This design comes from an exercise in tuning for small area, a short achievable clock period and few clock cycles on the open sky130 flow, not from production work.
At most, simulation tests tie the RTL to the original design; equivalence was not proved.

==> module seq_gcd, before the edit <==
module seq_gcd (
        clk,
        rst_n,
        load_i,
        a_i,
        b_i,
        gcd_o,
        done_o
);
        input wire clk;
        input wire rst_n;
        input wire load_i;
        input wire [31:0] a_i;
        input wire [31:0] b_i;
        output wire [31:0] gcd_o;
        output reg done_o;
        reg [31:0] x, y;
        reg [4:0] k;
        reg busy, rs, h;
        wire xnz = |x;
        wire ynz = |y;
        wire strip = ~x[0] & ~y[0] & xnz & ynz;
        wire caseA = ~x[0] & ynz;
        wire caseC = x[0] & y[0];
        wire add = caseC & (x[1] ^ y[1]);
        wire sub = ~add;
        wire [31:0] P;
        wire [31:0] Q;
        wire [32:0] cp, cq;
        assign cp[0] = sub;
        assign cq[0] = 1'b1;
        genvar g;
        generate
                for (g = 0; g < 32; g = g + 1) begin : rip
                        wire yb = (y[g] & caseC) ^ sub;
                        wire xb = ~(x[g] & caseC);
                        assign P[g] = x[g] ^ yb ^ cp[g];
                        assign cp[g+1] = (x[g] & yb) | (x[g] & cp[g]) | (yb & cp[g]);
                        assign Q[g] = y[g] ^ xb ^ cq[g];
                        assign cq[g+1] = (y[g] & xb) | (y[g] & cq[g]) | (xb & cq[g]);
                end
        endgenerate
        wire xgty = ~cq[32];
        wire keepy = (caseA & ~strip) | (caseC & xgty);
        wire usep = (caseA & ~strip) | (caseC & (add | xgty));
        wire [32:0] sel = usep ? {add & cp[32], P} : {1'b0, Q};
        wire [31:0] v1 = sel[32:1];
        wire tA = ~strip & ~sel[1] & ~sel[2];
        wire [31:0] v2 = tA ? {2'b0, v1[31:2]} : v1;
        wire tB = ~strip & (tA ? ~sel[3] : ~sel[1]);
        wire [31:0] xn = tB ? {1'b0, v2[31:1]} : v2;
        wire [31:0] yr = keepy ? y : x;
        wire fin = ~strip & ((x == y) | ~xnz);
        wire kz = (k == 5'd0);
        always @(posedge clk) begin
                if (~busy) begin
                        x <= a_i;
                        y <= b_i;
                        k <= 5'd0;
                        rs <= 1'b0;
                        h <= 1'b0;
                end else if (rs) begin
                        x <= xn;
                        y <= {y[30:0], 1'b0};
                        k <= k - 5'd1;
                end else begin
                        x <= xn;
                        y <= yr;
                        h <= strip & ~h;
                        if (strip & ~h)
                                k <= k + 5'd1;
                        if (fin & ~kz)
                                rs <= 1'b1;
                end
        end
        always @(posedge clk or negedge rst_n) begin
                if (~rst_n) begin
                        busy <= 1'b0;
                        done_o <= 1'b0;
                end else begin
                        busy <= load_i | (busy & ~done_o);
                        done_o <= busy & ~done_o & (rs ? (k == 5'd1) : (fin & kz));
                end
        end
        assign gcd_o = y;
endmodule
export LEC_CHECK = 0
export CAP_MARGIN = 20
export CORE_MARGIN = 2
export CORE_UTILIZATION = 40
export SLEW_MARGIN = 20
create_clock -name core_clock -period 80.0 [get_ports {clk}]
run.sh (not shown) runs the stock make flow with config.mk's settings and CLKGATE_MAP_FILE= SYNTH_SCRIPT=/design/flow/synth_recipe.tcl, a recipe that flattens the netlist after the stock synthesis.
Edit:
--- a/flow/design.v
+++ b/flow/design.v
@@ -16,7 +16,7 @@
         output reg done_o;
         reg [31:0] x, y;
         reg [4:0] k;
-        reg busy, rs, h;
+        reg busy, rs;
         wire xnz = |x;
         wire ynz = |y;
         wire strip = ~x[0] & ~y[0] & xnz & ynz;
@@ -41,8 +41,8 @@
                 end
         endgenerate
         wire xgty = ~cq[32];
-        wire keepy = (caseA & ~strip) | (caseC & xgty);
-        wire usep = (caseA & ~strip) | (caseC & (add | xgty));
+        wire keepy = caseA | (caseC & xgty);
+        wire usep = caseA | (caseC & (add | xgty));
         wire [32:0] sel = usep ? {add & cp[32], P} : {1'b0, Q};
         wire [31:0] v1 = sel[32:1];
         wire tA = ~strip & ~sel[1] & ~sel[2];
@@ -50,7 +50,7 @@
         wire tB = ~strip & (tA ? ~sel[3] : ~sel[1]);
         wire [31:0] xn = tB ? {1'b0, v2[31:1]} : v2;
         wire [31:0] yr = keepy ? y : x;
-        wire fin = ~strip & ((x == y) | ~xnz);
+        wire fin = ~strip & ((xn == yr) | (xn == 32'd0));
         wire kz = (k == 5'd0);
         always @(posedge clk) begin
                 if (~busy) begin
@@ -58,16 +58,13 @@
                         y <= b_i;
                         k <= 5'd0;
                         rs <= 1'b0;
-                        h <= 1'b0;
                 end else if (rs) begin
-                        x <= xn;
                         y <= {y[30:0], 1'b0};
                         k <= k - 5'd1;
                 end else begin
                         x <= xn;
-                        y <= yr;
-                        h <= strip & ~h;
-                        if (strip & ~h)
+                        y <= strip ? {1'b0, y[31:1]} : yr;
+                        if (strip)
                                 k <= k + 5'd1;
                         if (fin & ~kz)
                                 rs <= 1'b1;
Hold slack is better by 0.061 ns.
Register-to-register slack degrades by 1.8 ns.
Fmax went down by 5.6%.
Cell area grows by 15%.
Sequential cell count is lower by 1.
Die area goes up by 16%.
First-iteration DRC count rises by 120%.
Utilization decreases by 0.74 points.
Count of clock-buffer cells in the layout drops by 1.
Via count climbs by 34%.
No run of this note included a check of the RTL's function; only the layout flow was run.

========
seq_gcd, a different RTL version from the one above (not shown whole).
Size: roughly 1500 cells after synthesis, ~74 flip-flops, about 100 I/O pins, roughly 9600 um2 of cells after synthesis.
==> module seq_gcd_step, before the edit <==
module seq_gcd_step #(parameter W = 0, parameter FS = 0) (
        input  wire [32:0] x,
        input  wire [31:0] y,
        input  wire        h,
        input  wire        xnz,
        input  wire        ynz,
        output wire [32:0] xn,
        output wire [31:0] yn,
        output wire        hn,
        output wire        kinc,
        output wire        fin,
        output wire        xnz_n,
        output wire        ynz_n
);
        wire xs = x[32];
        wire strip = ~x[0] & ~y[0] & xnz & ynz;
        wire caseA = ~x[0] & ynz;
        wire caseC = x[0] & y[0];
        wire caseB = ~caseA & ~caseC;
        wire xoff = strip | caseB;
        wire yoff = caseA & ~strip;
        wire inv = caseC & ~xs;
        wire [32:0] xg = x & {33{~xoff}};
        wire [32:0] yg = {1'b0, y & {32{~yoff}}} ^ {33{inv}};
        wire [32:0] s;
        generate
                if (W == 0) begin : one
                        assign s = xg + yg + {32'd0, inv};
                end else begin : chunks
                        localparam NB = FS ? 32 : 33;
                        localparam N = (NB + W - 1) / W;
                        wire [N:0] c;
                        assign c[0] = inv;
                        genvar g;
                        for (g = 0; g < N; g = g + 1) begin : ch
                                localparam LO = g * W;
                                localparam HI = (LO + W > NB) ? NB - 1 : LO + W - 1;
                                assign {c[g+1], s[HI:LO]} = xg[HI:LO] + yg[HI:LO] + c[g];
                        end
                        if (FS) begin : fs
                                wire [32:0] t = xg[31:0] + yg[31:0] + {31'd0, inv};
                                assign s[32] = xg[32] ^ yg[32] ^ t[32];
                        end
                end
        endgenerate
        wire sz = ~|s;
        wire [32:0] v1 = {s[32], s[32:1]};
        wire tA = ~strip & ~s[1] & ~s[2];
        wire [32:0] v2 = tA ? {{2{s[32]}}, v1[32:2]} : v1;
        wire tB = ~strip & (tA ? ~s[3] : ~s[1]);
        assign xn = tB ? {v2[32], v2[32:1]} : v2;
        wire [31:0] xa = {x[31:1] ^ {31{xs}}, x[0]};
        wire keepy = yoff | (caseC & (s[32] == xs));
        assign yn = keepy ? y : xa;
        assign hn = strip & ~h;
        assign kinc = strip & ~h;
        assign fin = ~strip & ((caseC & sz) | ~xnz);
        assign xnz_n = ~((caseC & sz) | ~xnz | (caseB & ~ynz));
        assign ynz_n = xnz | ynz;
endmodule
==> module seq_gcd, before the edit <==
module seq_gcd (
        clk,
        rst_n,
        load_i,
        a_i,
        b_i,
        gcd_o,
        done_o
);
        input wire clk;
        input wire rst_n;
        input wire load_i;
        input wire [31:0] a_i;
        input wire [31:0] b_i;
        output wire [31:0] gcd_o;
        output reg done_o;
        reg [32:0] x;
        reg [31:0] y;
        reg [4:0] k;
        reg busy, rs, h;
        wire [32:0] x1, x2;
        wire [31:0] y1, y2;
        wire h1, h2, ki1, ki2, fin1, fin2, xnz1, ynz1, xnz2, ynz2;
        seq_gcd_step #(.W(3), .FS(1)) st1 (
                .x(x), .y(y), .h(h), .xnz(|x), .ynz(|y),
                .xn(x1), .yn(y1), .hn(h1), .kinc(ki1), .fin(fin1),
                .xnz_n(xnz1), .ynz_n(ynz1));
        seq_gcd_step #(.W(3)) st2 (
                .x(x1), .y(y1), .h(h1), .xnz(xnz1), .ynz(ynz1),
                .xn(x2), .yn(y2), .hn(h2), .kinc(ki2), .fin(fin2),
                .xnz_n(xnz2), .ynz_n(ynz2));
        wire fin = fin1 | fin2;
        wire kz = (k == 5'd0);
        always @(posedge clk) begin
                if (~busy) begin
                        x <= {1'b0, a_i};
                        y <= b_i;
                        k <= 5'd0;
                        rs <= 1'b0;
                        h <= 1'b0;
                end else if (rs) begin
                        x <= x2;
                        y <= {y[30:0], 1'b0};
                        k <= k - 5'd1;
                end else begin
                        x <= x2;
                        y <= y2;
                        h <= h2;
                        k <= k + {4'd0, ki1} + {4'd0, ki2};
                        if (fin & ~kz)
                                rs <= 1'b1;
                end
        end
        always @(posedge clk or negedge rst_n) begin
                if (~rst_n) begin
                        busy <= 1'b0;
                        done_o <= 1'b0;
                end else begin
                        busy <= load_i | (busy & ~done_o);
                        done_o <= busy & ~done_o & (rs ? (k == 5'd1) : (fin & kz));
                end
        end
        assign gcd_o = y;
endmodule
clock: 80.0 ns
lec_check: 0
abc_area: 1
cap_margin: 20
core_margin: 2
core_utilization: 40
cts_buf_list: sky130_fd_sc_hd__clkbuf_8
slew_margin: 20
standard.sh (not shown) runs the stock make flow with config.mk's settings and CLKGATE_MAP_FILE= SYNTH_SCRIPT=/design/flow/synth_recipe.tcl, a recipe that flattens the netlist after the stock synthesis.
==> flow/flow/run.sh <==
#!/bin/bash
# Standard layout, with every port buffered by a sky130_fd_sc_hd__buf_1 instead of the
# cell buffer_ports picks by default.
set -euo pipefail
export BUFFER_PORTS_ARGS="-buffer_cell sky130_fd_sc_hd__buf_1"
bash standard.sh "BUFFER_PORTS_ARGS=$BUFFER_PORTS_ARGS" finish > standard.log 2>&1
Testbench counts at the start, summed over its fixed seeds: cycles 31,604.
Edit:
--- a/flow/design.v
+++ b/flow/design.v
@@ -1,6 +1,6 @@
-module seq_gcd_step #(parameter W = 0, parameter FS = 0) (
+module seq_gcd_step #(parameter W = 0) (
         input  wire [32:0] x,
         input  wire [31:0] y,
         input  wire        h,
         input  wire        xnz,
         input  wire        ynz,
@@ -25,23 +25,18 @@
         wire [32:0] s;
         generate
                 if (W == 0) begin : one
                         assign s = xg + yg + {32'd0, inv};
                 end else begin : chunks
-                        localparam NB = FS ? 32 : 33;
-                        localparam N = (NB + W - 1) / W;
+                        localparam N = (33 + W - 1) / W;
                         wire [N:0] c;
                         assign c[0] = inv;
                         genvar g;
                         for (g = 0; g < N; g = g + 1) begin : ch
                                 localparam LO = g * W;
-                                localparam HI = (LO + W > NB) ? NB - 1 : LO + W - 1;
+                                localparam HI = (LO + W > 33) ? 32 : LO + W - 1;
                                 assign {c[g+1], s[HI:LO]} = xg[HI:LO] + yg[HI:LO] + c[g];
-                        end
-                        if (FS) begin : fs
-                                wire [32:0] t = xg[31:0] + yg[31:0] + {31'd0, inv};
-                                assign s[32] = xg[32] ^ yg[32] ^ t[32];
                         end
                 end
         endgenerate
         wire sz = ~|s;
         wire [32:0] v1 = {s[32], s[32:1]};
@@ -79,11 +74,11 @@
         reg [4:0] k;
         reg busy, rs, h;
         wire [32:0] x1, x2;
         wire [31:0] y1, y2;
         wire h1, h2, ki1, ki2, fin1, fin2, xnz1, ynz1, xnz2, ynz2;
-        seq_gcd_step #(.W(3), .FS(1)) st1 (
+        seq_gcd_step #(.W(11)) st1 (
                 .x(x), .y(y), .h(h), .xnz(|x), .ynz(|y),
                 .xn(x1), .yn(y1), .hn(h1), .kinc(ki1), .fin(fin1),
                 .xnz_n(xnz1), .ynz_n(ynz1));
         seq_gcd_step #(.W(3)) st2 (
                 .x(x1), .y(y1), .h(h1), .xnz(xnz1), .ynz(ynz1),
Synthesized cell count grows by about 4.5%. Hold slack stays flat. Routed wire length grows by about 4.5%. Flip-flop and latch count stays the same. Cell area grows by 0.85%. Clock skew shrinks by 0.0038 ns. Worst setup slack loses 0.029 ns. Utilization shrinks by 0.79 points. Count of clock-buffer cells in the layout is unchanged.
No functional check of the RTL was part of the second run of this note.

re-timing with driven ports:
The results above use ideal ports. As a check the final layouts listed here were re-extracted and re-timed, cells and wires unchanged.
Step 1, drivers: a clkbuf_16 drives clk and a buf_2 each remaining input, both assumed.
Step 2, shift: input delay + t, output delay - t, t = (earliest + latest rising clock arrival at the registers) / 2. This alone moves slack from input paths to output paths.
a / b / c = no drivers / after step 1 / after step 2; a / b = the first two.
run | t, ns | setup slack, ns | worst setup path at the end | latest minus earliest clock arrival (ns) | worst slew at a driven data input, ns
the first run of note 1 | 0.399 | 62.472 / 62.426 / 62.825 | register to output | 0.011 / 0.010 | 0.04
the second run of note 1 | 0.398 | 61.432 / 61.432 / 61.432 | register to register | 0.007 / 0.006 | 0.05
the first run of note 2 | 0.415 | 62.944 / 62.903 / 63.318 | register to output | 0.018 / 0.018 | 0.05
the second run of note 2 | 0.424 | 62.915 / 62.874 / 63.298 | register to output | 0.014 / 0.015 | 0.06
After both steps setup and hold are still met in every run listed.
